Background: an optimization exercise with open tools, aiming at small area and a short achievable clock period. Do not read the settings as production practice. At most, simulation tests tie the RTL to the original design; equivalence was not proved. The clock port is modelled as an ideal driver; clocking choices that lean on that would not hold on a real chip. No activity file was given, so power comes from the tool's default toggle rates.

Design timing, start of the top module:
module timing (
    input clk,
    input [7:0] a,
    input [7:0] b,
    output [31:0] c
  );
==> flow/config.mk <==
export PLATFORM = sky130hd
export DESIGN_NAME = timing
export DESIGN_NICKNAME = timing
export VERILOG_FILES = /design/flow/design.v
export SDC_FILE = /design/flow/constraint.sdc
export NUM_CORES = 4
export LEC_CHECK = 0
export CAP_MARGIN = 20
export CORE_MARGIN = 2
export CORE_UTILIZATION = 40
export SETUP_SLACK_MARGIN = 5
export SLEW_MARGIN = 20
export SYNTH_HIERARCHICAL = 1
export TNS_END_PERCENT = 0
==> flow/constraint.sdc <==
create_clock -name core_clock -period 8.5 [get_ports {clk}]
set_input_delay 1.7000 -clock core_clock [delete_from_list [all_inputs] [get_ports {clk}]]
set_output_delay 1.7000 -clock core_clock [all_outputs]
set_load 0.01 [all_outputs]
run.sh (not shown) runs the stock make flow with config.mk's settings and CLKGATE_MAP_FILE= SYNTH_SCRIPT=/design/flow/synth_recipe.tcl, a recipe that flattens the netlist after the stock synthesis.
The starting point completed without violations.
Then changed:
--- a/flow/config.mk
+++ b/flow/config.mk
@@ -10,3 +10,3 @@
 export CORE_UTILIZATION = 40
-export SETUP_SLACK_MARGIN = 5
+export SETUP_SLACK_MARGIN = 4.5
 export SLEW_MARGIN = 20
Effect:
- fmax falls by 13%
- register-to-register slack got worse by 0.11 ns
- routed wire length falls by about 5%
- power falls by about 3%
- setup slack got worse by 0.53 ns
- sequential cell count stays the same
Then changed:
==> flow/flow/run.sh (new file) <==
#!/bin/bash
# The standard layout (the standard.sh, unchanged), with the port buffers that
# ORFS's buffer_ports inserts made plain buf_2 cells instead of its default pick.
export BUFFER_PORTS_ARGS="-buffer_cell sky130_fd_sc_hd__buf_2"
cp standard.sh standard_copy.sh.txt
bash standard.sh > standard.log 2>&1
==> flow/standard.sh (new file) <==
#!/bin/bash
# synth_recipe.tcl (not shown) runs the flow's synth.tcl, then flattens the netlist and writes it again
# the make line also repeats each setting of config.mk as NAME=value (left out here)
make -C /OpenROAD-flow-scripts/flow DESIGN_CONFIG=/design/flow/config.mk WORK_HOME=/design/flow/orfs CLKGATE_MAP_FILE= SYNTH_SCRIPT=/design/flow/synth_recipe.tcl "${@:-finish}"
--- a/flow/config.mk
+++ b/flow/config.mk
@@ -10,3 +10,3 @@
 export CORE_UTILIZATION = 40
-export SETUP_SLACK_MARGIN = 4.5
+export SETUP_SLACK_MARGIN = 5
 export SLEW_MARGIN = 20
removed: flow/run.sh
What happened: The changed run completed with no timing, DRC or antenna violations. Routed wire length went up by 2.1%. Setup slack gets better by 0.46 ns. Cell count rose by 2.1%. Register-to-register slack improved by 0.04 ns. Clock power hardly moves. Area after synthesis is unchanged.
No run of this note included a check of the RTL's function; only the layout flow was run.

timing, a different RTL version from the one above (not shown whole).
Size in the first run: ~100 flip-flops, ~49 I/O pins, about 11000 um2 of cells after synthesis.
==> flow/config.mk <==
export PLATFORM = sky130hd
export DESIGN_NAME = timing
export DESIGN_NICKNAME = timing
export VERILOG_FILES = /design/flow/design.v
export SDC_FILE = /design/flow/constraint.sdc
export NUM_CORES = 4
export LEC_CHECK = 0
export CAP_MARGIN = 20
export CORE_MARGIN = 2
export CORE_UTILIZATION = 55
export CTS_BUF_LIST = sky130_fd_sc_hd__clkbuf_4 sky130_fd_sc_hd__clkbuf_8
export GPL_ROUTABILITY_DRIVEN = 0
export SETUP_SLACK_MARGIN = 5
export SLEW_MARGIN = 20
export SYNTH_HIERARCHICAL = 1
export TNS_END_PERCENT = 0
==> flow/constraint.sdc <==
create_clock -name core_clock -period 8.5 [get_ports {clk}]
set_input_delay 1.7000 -clock core_clock [delete_from_list [all_inputs] [get_ports {clk}]]
set_output_delay 1.7000 -clock core_clock [all_outputs]
set_load 0.01 [all_outputs]
standard.sh (not shown) runs the stock make flow with config.mk's settings and CLKGATE_MAP_FILE= SYNTH_SCRIPT=/design/flow/synth_recipe.tcl, a recipe that flattens the netlist after the stock synthesis.
==> flow/flow/run.sh <==
#!/bin/bash
# The standard layout (the standard.sh, unchanged), with the port buffers that
# ORFS's buffer_ports inserts made plain buf_2 cells instead of its default pick.
export BUFFER_PORTS_ARGS="-buffer_cell sky130_fd_sc_hd__buf_2"

bash standard.sh > standard.log 2>&1
Change:
--- a/flow/config.mk
+++ b/flow/config.mk
@@ -10,3 +10 @@
-export CORE_UTILIZATION = 55
-export CTS_BUF_LIST = sky130_fd_sc_hd__clkbuf_4 sky130_fd_sc_hd__clkbuf_8
-export GPL_ROUTABILITY_DRIVEN = 0
+export CORE_UTILIZATION = 40
Final cell count rises by 5.4%. Fmax rises by 3.0%. Worst setup slack gets better by 0.11 ns. First-iteration DRC count falls by 28%. Sequential power barely changes.
Change:
--- a/flow/config.mk
+++ b/flow/config.mk
@@ -10 +10,3 @@
-export CORE_UTILIZATION = 40
+export CORE_UTILIZATION = 55
+export CTS_BUF_LIST = sky130_fd_sc_hd__clkbuf_4 sky130_fd_sc_hd__clkbuf_8
+export GPL_TIMING_DRIVEN = 0
=> The new run ran to the end with no violations. Wire length climbs by 15%. Sequential cell count does not change. Count of clock-buffer cells in the layout goes down by 1. Critical path depth goes down by 4. Via count grows by 8.4%.

job 101:
Starting RTL as in the previous note.
Settings: LEC_CHECK=0, CAP_MARGIN=20, CORE_MARGIN=2, CORE_UTILIZATION=55, CTS_BUF_LIST=sky130_fd_sc_hd__clkbuf_4 sky130_fd_sc_hd__clkbuf_8, SETUP_SLACK_MARGIN=5, SLEW_MARGIN=20, SYNTH_HIERARCHICAL=1, TNS_END_PERCENT=0; clock period 8.5 ns.
Scripts as last shown in full above: flow/flow/run.sh
[inputs] job 102 vs job 101
==> flow/flow/run.sh <==
#!/bin/bash
# The standard layout (the standard.sh, unchanged) with two additions:
#  - the port buffers that ORFS's buffer_ports inserts are plain buf_2 cells;
#  - after clock-tree synthesis, a second setup repair pass (flow/post_cts.tcl).
export BUFFER_PORTS_ARGS="-buffer_cell sky130_fd_sc_hd__buf_2"
export POST_CTS_TCL="$PWD/flow/post_cts.tcl"
bash standard.sh > standard.log 2>&1
==> flow/flow/post_cts.tcl (new file) <==
# Second setup-repair pass after CTS (same margin as the first), then re-legalize.
estimate_parasitics -placement
repair_timing -setup -setup_margin $::env(SETUP_SLACK_MARGIN) -repair_tns 0 -max_passes 200 -verbose
detailed_placement
check_placement -verbose
### Flow results
Run comparison: job 102 end of the critical path x_q[7]; job 101 end of the critical path y_q[6]. Against job 101 as the reference, job 102 delivers a higher via count. Diff job 101 and job 102: required time of the critical path higher in job 101. ~same highest ir drop seen on vdd in job 101 and job 102. Wire length delta for job 102 relative to job 101: about 0.4% higher. In terms of logic gate share of total power, job 101 and job 102 differ only marginally. The origin of the worst setup path comes out a[1] in one run and b[0] in the other, namely in job 102 and job 101 respectively. Compared job 102 against job 101; fraction of area in registers within noise. Summary of job 102 over job 101: effective utilization at floorplan has remained practically unchanged, wire length of the first global-routing pass has remained practically unchanged. Compared to job 101, job 102 has final critical path time including I/O delays and setup 0.021 ns lower.
Relative to job 102, the following input files were edited for job 103:
# job 102
export LEC_CHECK = 0
export CAP_MARGIN = 20
export CORE_MARGIN = 2
export CORE_UTILIZATION = 55
export CTS_BUF_LIST = sky130_fd_sc_hd__clkbuf_4 sky130_fd_sc_hd__clkbuf_8
export SETUP_SLACK_MARGIN = 5
export SLEW_MARGIN = 20
export SYNTH_HIERARCHICAL = 1
export TNS_END_PERCENT = 0
create_clock -name core_clock -period 8.5 [get_ports {clk}]
# job 103
export LEC_CHECK = 0
export CAP_MARGIN = 20
export CORE_MARGIN = 2
export CORE_UTILIZATION = 55
export CTS_BUF_LIST = sky130_fd_sc_hd__clkbuf_4 sky130_fd_sc_hd__clkbuf_8
export PLACE_DENSITY = 0.7
export SETUP_SLACK_MARGIN = 5
export SLEW_MARGIN = 20
export SYNTH_HIERARCHICAL = 1
export TNS_END_PERCENT = 0
create_clock -name core_clock -period 8.5 [get_ports {clk}]
==> flow/flow/run.sh <==
#!/bin/bash
# The standard layout (the standard.sh, unchanged), with the port buffers that
# ORFS's buffer_ports inserts made plain buf_2 cells instead of its default pick.
export BUFFER_PORTS_ARGS="-buffer_cell sky130_fd_sc_hd__buf_2"

bash standard.sh > standard.log 2>&1
removed: flow/flow/post_cts.tcl
Job 103 | status: complete | timing, DRC, antenna: pass
Reported for job 102 and job 103, count of buffers inserted at the top-level ports turned out identical to the last digit.
Job 103: layout cell share with drive strength beyond 1 higher than job 102
Multi-input gate share of the layout cell area, job 102 and job 103: lower on job 102
Per the comparison of job 103 with job 102, final cell utilization of the core +0.27 points, number of buffers and inverters on the critical path -3.
Changes observed in job 103 relative to job 102: combinational power stayed essentially flat; arithmetic-cell share of the synthesized area counting full adders, half adders and majority gates stayed essentially flat; setup slack stayed essentially flat; count of multi-input combinational gates stayed essentially flat.
Against job 102, standby leakage power in job 103 came out better.

timing, a different RTL version from the one above (not shown whole).
Size in the first run: ~2000 cells after synthesis, about 100 flip-flops, ~49 I/O pins, roughly 0.013 sq mm of cells after synthesis.
==> flow/design.v (excerpt) <==
module timing (
    input clk,
    input [7:0] a,
    input [7:0] b,
    output [31:0] c
  );
Settings: LEC_CHECK=0, ABC_AREA=1, CAP_MARGIN=20, CORE_MARGIN=2, CORE_UTILIZATION=40, SETUP_SLACK_MARGIN=5, SLEW_MARGIN=20, SYNTH_HIERARCHICAL=1; clock period 8.5 ns.
run.sh (not shown) runs the stock make flow with config.mk's settings and CLKGATE_MAP_FILE= SYNTH_SCRIPT=/design/flow/synth_recipe.tcl, a recipe that flattens the netlist after the stock synthesis.
Stock flow here: none of the scripts above is used.
Next try:
SETUP_SLACK_MARGIN = unset   (was 5)
- clock power is about the same
- cell count goes down by 1.1%
- total power goes down by 1.2%
- non-clock buffer count goes down by 25
- fmax goes down by 21%

timing with an RTL version that a note above also has.
For scale: ~1300 cells after synthesis, roughly 100 flip-flops, about 49 I/O pins.
export LEC_CHECK = 0
export CAP_MARGIN = 20
export CORE_MARGIN = 2
export CORE_UTILIZATION = 40
export CTS_BUF_LIST = sky130_fd_sc_hd__clkbuf_4 sky130_fd_sc_hd__clkbuf_8
export SETUP_SLACK_MARGIN = 5
export SLEW_MARGIN = 20
export SYNTH_HIERARCHICAL = 1
create_clock -name core_clock -period 8.5 [get_ports {clk}]
Edit:
- CTS_BUF_LIST: sky130_fd_sc_hd__clkbuf_4 sky130_fd_sc_hd__clkbuf_8 -> unset
Outcome: The new run produced a clean layout. Non-clock buffer count is higher by 5. Clock skew is lower by 4.8 ps. Design area is higher by 0.85%. Via count is higher by 0.67%.
No functional check of the RTL was part of any run of this note.

## separate check: timing with driven ports
Ports are ideal in the flow. The routed layouts listed here were re-timed in OpenROAD.
Step 1: set_driving_cell puts a clkbuf_16 on clk and a buf_2 on each other input, an assumption about the parent block.
Step 2 also shifts input and output timing later by t, the mid clock arrival at the registers, as if the neighbouring blocks saw the same clock.
Slacks: no drivers / after step 1 / after step 2; pairs: no drivers / after step 1.
run	t, ns	setup slack, ns	worst register clock-pin slew, ns	cell pins on the clock port's net
the first run of note 1	0.398	4.956 / 4.954 / 4.557	0.08 / 0.08	1
the second run of note 1	0.393	4.423 / 4.413 / 4.021	0.08 / 0.08	1
the third run of note 1	0.390	4.883 / 4.867 / 4.477	0.07 / 0.07	1
the first run of note 2	0.405	4.842 / 4.846 / 4.441	0.10 / 0.10	1
the second run of note 2	0.388	4.949 / 4.947 / 4.559	0.07 / 0.07	1
the third run of note 2	0.413	4.952 / 4.952 / 4.569	0.11 / 0.11	1
job 101	0.404	4.946 / 4.956 / 4.552	0.11 / 0.11	1
job 102	0.404	4.967 / 4.941 / 4.537	0.11 / 0.11	1
job 103	0.415	4.970 / 4.979 / 4.564	0.11 / 0.11	1
the first run of note 4	0.400	5.018 / 5.041 / 4.641	0.08 / 0.08	1
the second run of note 4	0.401	4.077 / 4.097 / 3.696	0.08 / 0.08	1
the first run of note 5	0.416	4.887 / 4.899 / 4.483	0.11 / 0.11	1
the second run of note 5	0.388	4.874 / 4.888 / 4.500	0.07 / 0.07	1
After both steps every run listed still meets setup and hold. For job 102, which loses most, drivers alone change the setup slack by -0.026 ns; drivers and shift together by -0.430 ns.
